Background: an optimization exercise with open tools, aiming at small area, a short achievable clock period and few clock cycles. Do not read the settings as production practice. In this exercise RTL edits were held to simulation tests only and were not proved equivalent to the original. Power figures rest on the tool's default switching activity, not on a simulated workload.

==> design/flow/design.v <==
module divider(input wire         clk,
	       input wire 	  reset,
	       input wire  [15:0] N,
	       input wire  [15:0] D,
	       input wire 	  start,
	       output wire [ 7:0] Q,
	       output wire [15:0] R,
	       output wire 	  done);
   reg [7:0] 			  Qr;
   reg [15:0] 			  Rr;
   reg [9:0] 			  cnt;
   wire 			  last;
   always @(posedge clk or posedge reset)
     if (reset)
       cnt <= 7'h0;
     else
       if (start)
	 cnt <= 7'h1;
       else if (~done)
	 cnt <= (cnt << 1);
       else
	 cnt <= cnt;
   assign last = cnt[7];
   assign done = cnt[8];
   always @(posedge clk or posedge reset)
     if (reset)
       Rr <= 16'h0;
     else
       if (start)
	 Rr <= 2 * N - D;
       else if (~done & ~last &  Rr[15])
	 Rr <= 2 * Rr + D;
       else if (~done & ~last & ~Rr[15])
	 Rr <= 2 * Rr - D;
       else if (~done &  last &  Rr[15])
	 Rr <= Rr + D;
       else
	 Rr <= Rr;
   always @(posedge clk or posedge reset)
     if (reset)
       Qr <= 16'h0;
     else
       if (start)
	 Qr <= 16'h0;
       else if (~done &  Rr[15])
	 Qr <= 2 * Qr;
       else if (~done & ~Rr[15])
	 Qr <= 2 * Qr + 1;
       else
	 Qr <= Qr;
   assign Q = Qr;
   assign R = Rr;
endmodule
module  mydivider ( 
	       input wire 	  clk,
	       input wire 	  reset,
	       input wire [2:0]   address,
	       input wire 	  read,
	       output wire [31:0] readdata,
	       input wire 	  write, 
	       input wire [31:0]  writedata);
   reg 				  reg_cin;          
   reg [15: 0] 			  reg_N;            
   reg [15: 0] 			  reg_D;            
   reg [ 2: 0] 			  reg_state, nxt_state;   
   reg 				  fsm_cout;         
   wire [15:0] 			  div_N;
   wire [15:0] 			  div_D;
   wire 			  div_start;
   wire [7:0] 			  div_Q;
   wire [15:0] 			  div_R;
   wire 			  div_done;
   divider divider1(.clk(clk), 
		    .reset(reset),
		    .N(div_N),  
		    .D(div_D), 
		    .start(div_start), 
		    .Q(div_Q),
		    .R(div_R),
		    .done(div_done));
   assign div_D = reg_D;          
   assign div_N = reg_N;          
   reg 	startcmd;
   assign div_start = startcmd;   
   localparam 
     waitsync1s = 3'd0, 
     gocompute = 3'd1, 
     continuecompute = 3'd2, 
     waitsync0s = 3'd3;
   wire 			  write_N;
   wire 			  write_D;
   wire 			  read_Q;
   wire 			  read_R;
   wire 			  write_Cin;
   wire 			  read_Cout;
   assign write_N   = (write & (address == 3'h0));
   assign write_D   = (write & (address == 3'h1));
   assign write_Cin = (write & (address == 3'h2));
   assign read_Q    = (read & (address == 3'h3));
   assign read_R    = (read & (address == 3'h4));
   assign read_Cout = (read & (address == 3'h5));
   always @(posedge clk or posedge reset)
     if (reset == 1'h1)
       begin
	  reg_N     <= 16'h0;
	  reg_D     <= 16'h0;
	  reg_cin   <= 1'b0;
          reg_state <= waitsync1s;
       end
     else begin
	reg_N       <= write_N   ? writedata[15:0] : reg_N;
	reg_D       <= write_D   ? writedata[15:0] : reg_D;
	reg_cin     <= write_Cin ? writedata[0]    : reg_cin;
        reg_state   <= nxt_state;
     end
   assign readdata   = read_Q    ? {24'b0,div_Q} :
		       read_R    ? {16'b0,div_R} :
		       read_Cout ? {31'b0, fsm_cout} :
		       32'b0;
   always @*
     begin
        nxt_state = reg_state;
	fsm_cout  = 1'b0;	
	startcmd = 1'b0;
	case (reg_state)
	  waitsync1s:
            begin 
               fsm_cout  = 1'b0;
	       nxt_state = reg_cin ? gocompute : waitsync1s;
            end
	  gocompute: 
	    begin
               fsm_cout  = 1'b1;
	       startcmd  = 1'b1;	       
	       nxt_state = continuecompute;
	    end
	  continuecompute:
	    begin
	    begin
               fsm_cout  = 1'b1;
	       startcmd  = 1'b0;	       
	       nxt_state = (div_done) ? waitsync0s : continuecompute;
	    end
	    end
	  waitsync0s: 
            begin
               fsm_cout  = 1'b1;
	       nxt_state = ~reg_cin ? waitsync1s : waitsync0s;
            end
	endcase   
     end
endmodule
==> design/flow/run.sh <==
#!/bin/bash
# synth_recipe.tcl (not shown) runs the flow's synth.tcl, then flattens the netlist and writes it again
# the make line also repeats each setting of config.mk as NAME=value (left out here)
make -C /OpenROAD-flow-scripts/flow DESIGN_CONFIG=/design/flow/config.mk WORK_HOME=/design/flow/orfs CLKGATE_MAP_FILE= SYNTH_SCRIPT=/design/flow/synth_recipe.tcl finish
==> design/flow/config.mk <==
export PLATFORM = sky130hd
export DESIGN_NAME = mydivider
export DESIGN_NICKNAME = mydivider
export VERILOG_FILES = /design/flow/design.v
export SDC_FILE = /design/flow/constraint.sdc
export NUM_CORES = 4
export LEC_CHECK = 0
export CAP_MARGIN = 20
export CORE_MARGIN = 2
export CORE_UTILIZATION = 40
export SLEW_MARGIN = 20
==> design/flow/constraint.sdc <==
create_clock -name core_clock -period 5.0 [get_ports {clk}]
set_input_delay 1.0000 -clock core_clock [delete_from_list [all_inputs] [get_ports {clk}]]
set_output_delay 1.0000 -clock core_clock [all_outputs]
set_load 0.01 [all_outputs]
==> notes.md <==
Placed Instance Area -> 0.00642 mm^2
Avg Inst Size Synth -> 8.65 um^2
Portion of total power attributed to the clock network -> 12.3%
Clock latency reported for the late side of the worst-skew pair -> 330 ps
Critical Setup Path Class -> primary input to primary output
Post-CTS Hold Buffers -> 0
Sequential group share of total power -> 21.5%
Detailed-route wire length per cell -> 17.9 um
Worst Path Required -> 4000 ps
Most common library cell in the layout ignoring fill and taps -> sky130_fd_sc_hd__nor2_1
Number of H-tree levels -> 3
Number of hold-slack violations in the final timing report -> 0
Initial core utilization -> 40.8%
Int Power -> 2.44 mW
Die H -> 126 um
Detailed Route Iter0 Violations -> 356
Count of port buffers added during placement -> 38
DIE AREA -> 0.0158 mm^2
Area of the mapped netlist -> 0.00591 mm^2
Placeable core region -> 0.0145 mm^2
Nets@finish -> 814
Overall routed net length -> 16200 um
Final worst clock skew -> 4.50 ps
Number of design rule violations left after detail routing -> 0
Sum of negative setup slack -> 0 ps
Transition time of the tightest slew-check pin -> 1000 ps
Antenna Diode Count -> 0
Power spent charging and discharging nets -> 2.33 mW
Number of library cell types mapped by synthesis -> 64
Cell Rows -> 44
Pin count of the biggest net entering global routing -> 43
CP Cell Sequence -> clkdlybuf4s50_1 > nor2_1 > and3_1 > a22o_1 > clkdlybuf4s50_1
I/O pins -> 71
Post-CTS setup buffer count -> 0
Vias in the first global route -> 5079
Number of register bits inferred by synthesis -> 67
Sinks on Clock Net -> 67
Fraction of final layout cells sized beyond drive strength 1 -> 8.48%
Proportion of total power due to net switching -> 48.9%
Clock root buffer master -> sky130_fd_sc_hd__clkbuf_16
Max Fclk -> 0.246 GHz
Most used flip-flop cell after synthesis -> sky130_fd_sc_hd__dfrtp_1
Total count of max-transition violations in the final report -> 0
Routed Antenna Nets -> 0
Antenna violations before repair -> 0
Synth Instances -> 683
Outcome -> finished clean
Number of instances resized during post-cts repair -> 0
Min Tclk post-route -> 4070 ps
Maximum fanout along the worst path -> 15
Aggregate global-route resource usage -> 20.6%
Width of the chip -> 126 um
Setup repair after global routing missed its margin -> no
Final period utilization -> 81.4%
Final setup violating endpoints -> 0
Via density per instance -> 5.74
Clock-pin slew on the worst setup and hold paths -> 50 ps
First-pass GRT wire length -> 26200 um
Number of max-capacitance violations reported -> 0
Share of the yosys chip area belonging to registers -> 28.4%
Setup crit start kind -> primary input
Number of flops mapped to enable cells by yosys -> 0
1st-pass router iterations -> 5
Cell Pwr Density -> 712 mW/mm^2
Design Area, Final -> 0.00670 mm^2
Arrival time at the worst endpoint -> 3070 ps
Most used cells in the layout excluding fill and tap cells -> sky130_fd_sc_hd__nor2_1, sky130_fd_sc_hd__dfrtp_1, sky130_fd_sc_hd__ha_1
Layout overhead on the synthesized area -> 13.4%
Leakage power total -> 2.95 nW
Kind of cell adding the most delay to the critical path -> buffers and inverters
Remaining global-route overflow -> 0
Fill cell instance count of the final layout -> 1351
Total number of vias -> 5180
CP most frequent cell -> sky130_fd_sc_hd__clkdlybuf4s50_1
Cell at the slowest stage of the critical path -> sky130_fd_sc_hd__and3_1
HPWL reported at the end of detailed placement -> 12500 um
GP Congestion -> 0.945
Combined buffer and inverter count along the critical path -> 2
Tightest Hold Check Type -> flop to flop
CTS Buf Count -> 9
YS warnings -> 2
Crit. End Element -> primary output
Worst-case vdd ir drop -> 283 uV
Async set or reset register ratio after synthesis -> 100%
TritonCTS clock tree -> done
Fraction of power consumed by combinational cells -> 66.2%
Largest stage delay, worst path -> 600 ps
Remaining max-slew budget at the tightest pin -> 33.3%
Max Buffers Root-to-Sink -> 2
synthesized netlist by cell type, drive strengths merged (5+ instances only):
master / count / share of area, %
a211oi: 12 / 1.6
xor2: 11 / 1.6
or3: 7 / 0.74
nand2b: 9 / 0.95
ha: 57 / 12
o31ai: 7 / 1.1
mux2: 16 / 3.1
inv: 32 / 2.0
mux2i: 14 / 2.4
a21o: 10 / 1.3
a22oi: 5 / 0.64
nor2b: 10 / 1.1
o21bai: 7 / 0.89
a21oi: 41 / 3.5
o21a: 14 / 1.8
nor3: 21 / 1.8
nor2: 73 / 4.6
and2: 10 / 1.1
o21ai: 55 / 4.7
o41ai: 7 / 2.1
clkbuf: 16 / 1.0
nand3: 6 / 0.51
dfrtp: 67 / 28
xnor2: 22 / 3.3
a2111oi: 5 / 1.2
buf: 25 / 2.8
nand2: 52 / 3.3
a22o: 8 / 1.2
a31oi: 8 / 0.85
and3: 8 / 0.85
worst min-delay path, delay by kind of cell, from the launching register on:
| kind | cells | cell delay (ps) |
|---|---|---|
| and+or+nand+nor | 2 | 120 |
| DFF | 1 | 350 |
final cells by class:
class	instances	area, um^2	share of cell area [%]
clock buffers	14	264	3.94
clock inverters	2	10.0	0.149
inverters	32	120	1.79
multi-input cells	558	3960	59.1
flip-flops and latches	67	1680	25.0
well taps	184	230	3.44
repair buffers	46	440	6.57
worst paths after layout:
kind                                      start         endpoint  slack, ps  cells past startpoint
worst max-delay path                 address[1]      readdata[1]        930                      5
worst min-delay path            divider1.cnt[0]  divider1.cnt[0]        500                      2
worst max register to register   divider1.Rr[0]  divider1.Rr[14]       1800                     10
worst min register to register  divider1.cnt[0]  divider1.cnt[0]        500                      2
max in group asynchronous                 reset   divider1.Rr[1]       2930                      3
min in group asynchronous                 reset        div_N[11]       1180                      2
metal layers:
metal	GRT usage (%)	share of wire [%]	up-vias
met5	0	0	-
met4	8.50	2.5	0
met3	1.50	6.0	21
met2	32.8	45	201
met1	29.2	47	2457
li1	-	-	2501
power by group through the flow:
stage	logic, mW	clock network, mW	registers, mW
6_report	3.16	0.584	1.03
5_1_grt	3.49	0.619	1.05
4_1_cts	3.11	0.594	1.02
3_5_place_dp	3.08	0	1.03
3_3_place_gp	3.04	0	1.02
2_1_floorplan	2.46	0	0.896
sequential cells by signal, indices dropped and copies added (netlist names):
| signal | count |
|---|---|
| divider1.Qr | 8 |
| divider1.Rr | 16 |
| reg_D | 16 |
| reg_cin | 1 |
| divider1.cnt | 9 |
| div_N | 15 |
| reg_state | 2 |
per-stage QoR:
stage / hold WS (ps) / util [%] / total power [mW] / instances / setup slack, ps
after floorplan: 449 / - / 3.35 / 698 / 2130
after global placement: 471 / 44.4 / 4.06 / 887 / 1000
after detailed placement: 483 / 44.4 / 4.11 / 887 / 957
after CTS: 501 / 46.3 / 4.72 / 903 / 932
after global routing: 543 / 46.3 / 5.16 / 903 / 843
final: 496 / 46.3 / 4.77 / 903 / 929
logic make-up after synthesis:
family / after synthesis / synth area share (%)
AND/OR/NAND/NOR: 210 / 16.7
AO/OA/AOI/OAI: 208 / 25.3
buffers and inverters: 73 / 5.81
flip-flops: 67 / 28.4
adder cells (fa/ha/maj): 61 / 13.4
XOR/XNOR: 33 / 4.89
multiplexers: 30 / 5.42
other: 1 / 0.0635
Testbench counts, summed over its fixed seeds: cycles 43,200.

static timing again, ports no longer ideal:
The results above use ideal ports. As a check the final layout listed here was re-extracted and re-timed, cells and wires unchanged. Step 1, drivers: a clkbuf_16 drives clk and a buf_2 each remaining input, both assumed. Step 2 adds t to the input delays and takes it off the output delays; t is the mean of the earliest and latest rising clock arrival at the registers after step 1. Input paths then give back, and output paths get back, about the clock's delay inside the block. Three values: ideal, step 1, step 2; two values: the first two.
t, ns: 0.363
setup WS [ns]: 0.929 / 0.906 / 0.906
pins driven straight from the clock port: 1
After both steps this run still meets setup and hold. The setup slack of this run moves by -0.023 ns with the drivers and by -0.023 ns with both steps.
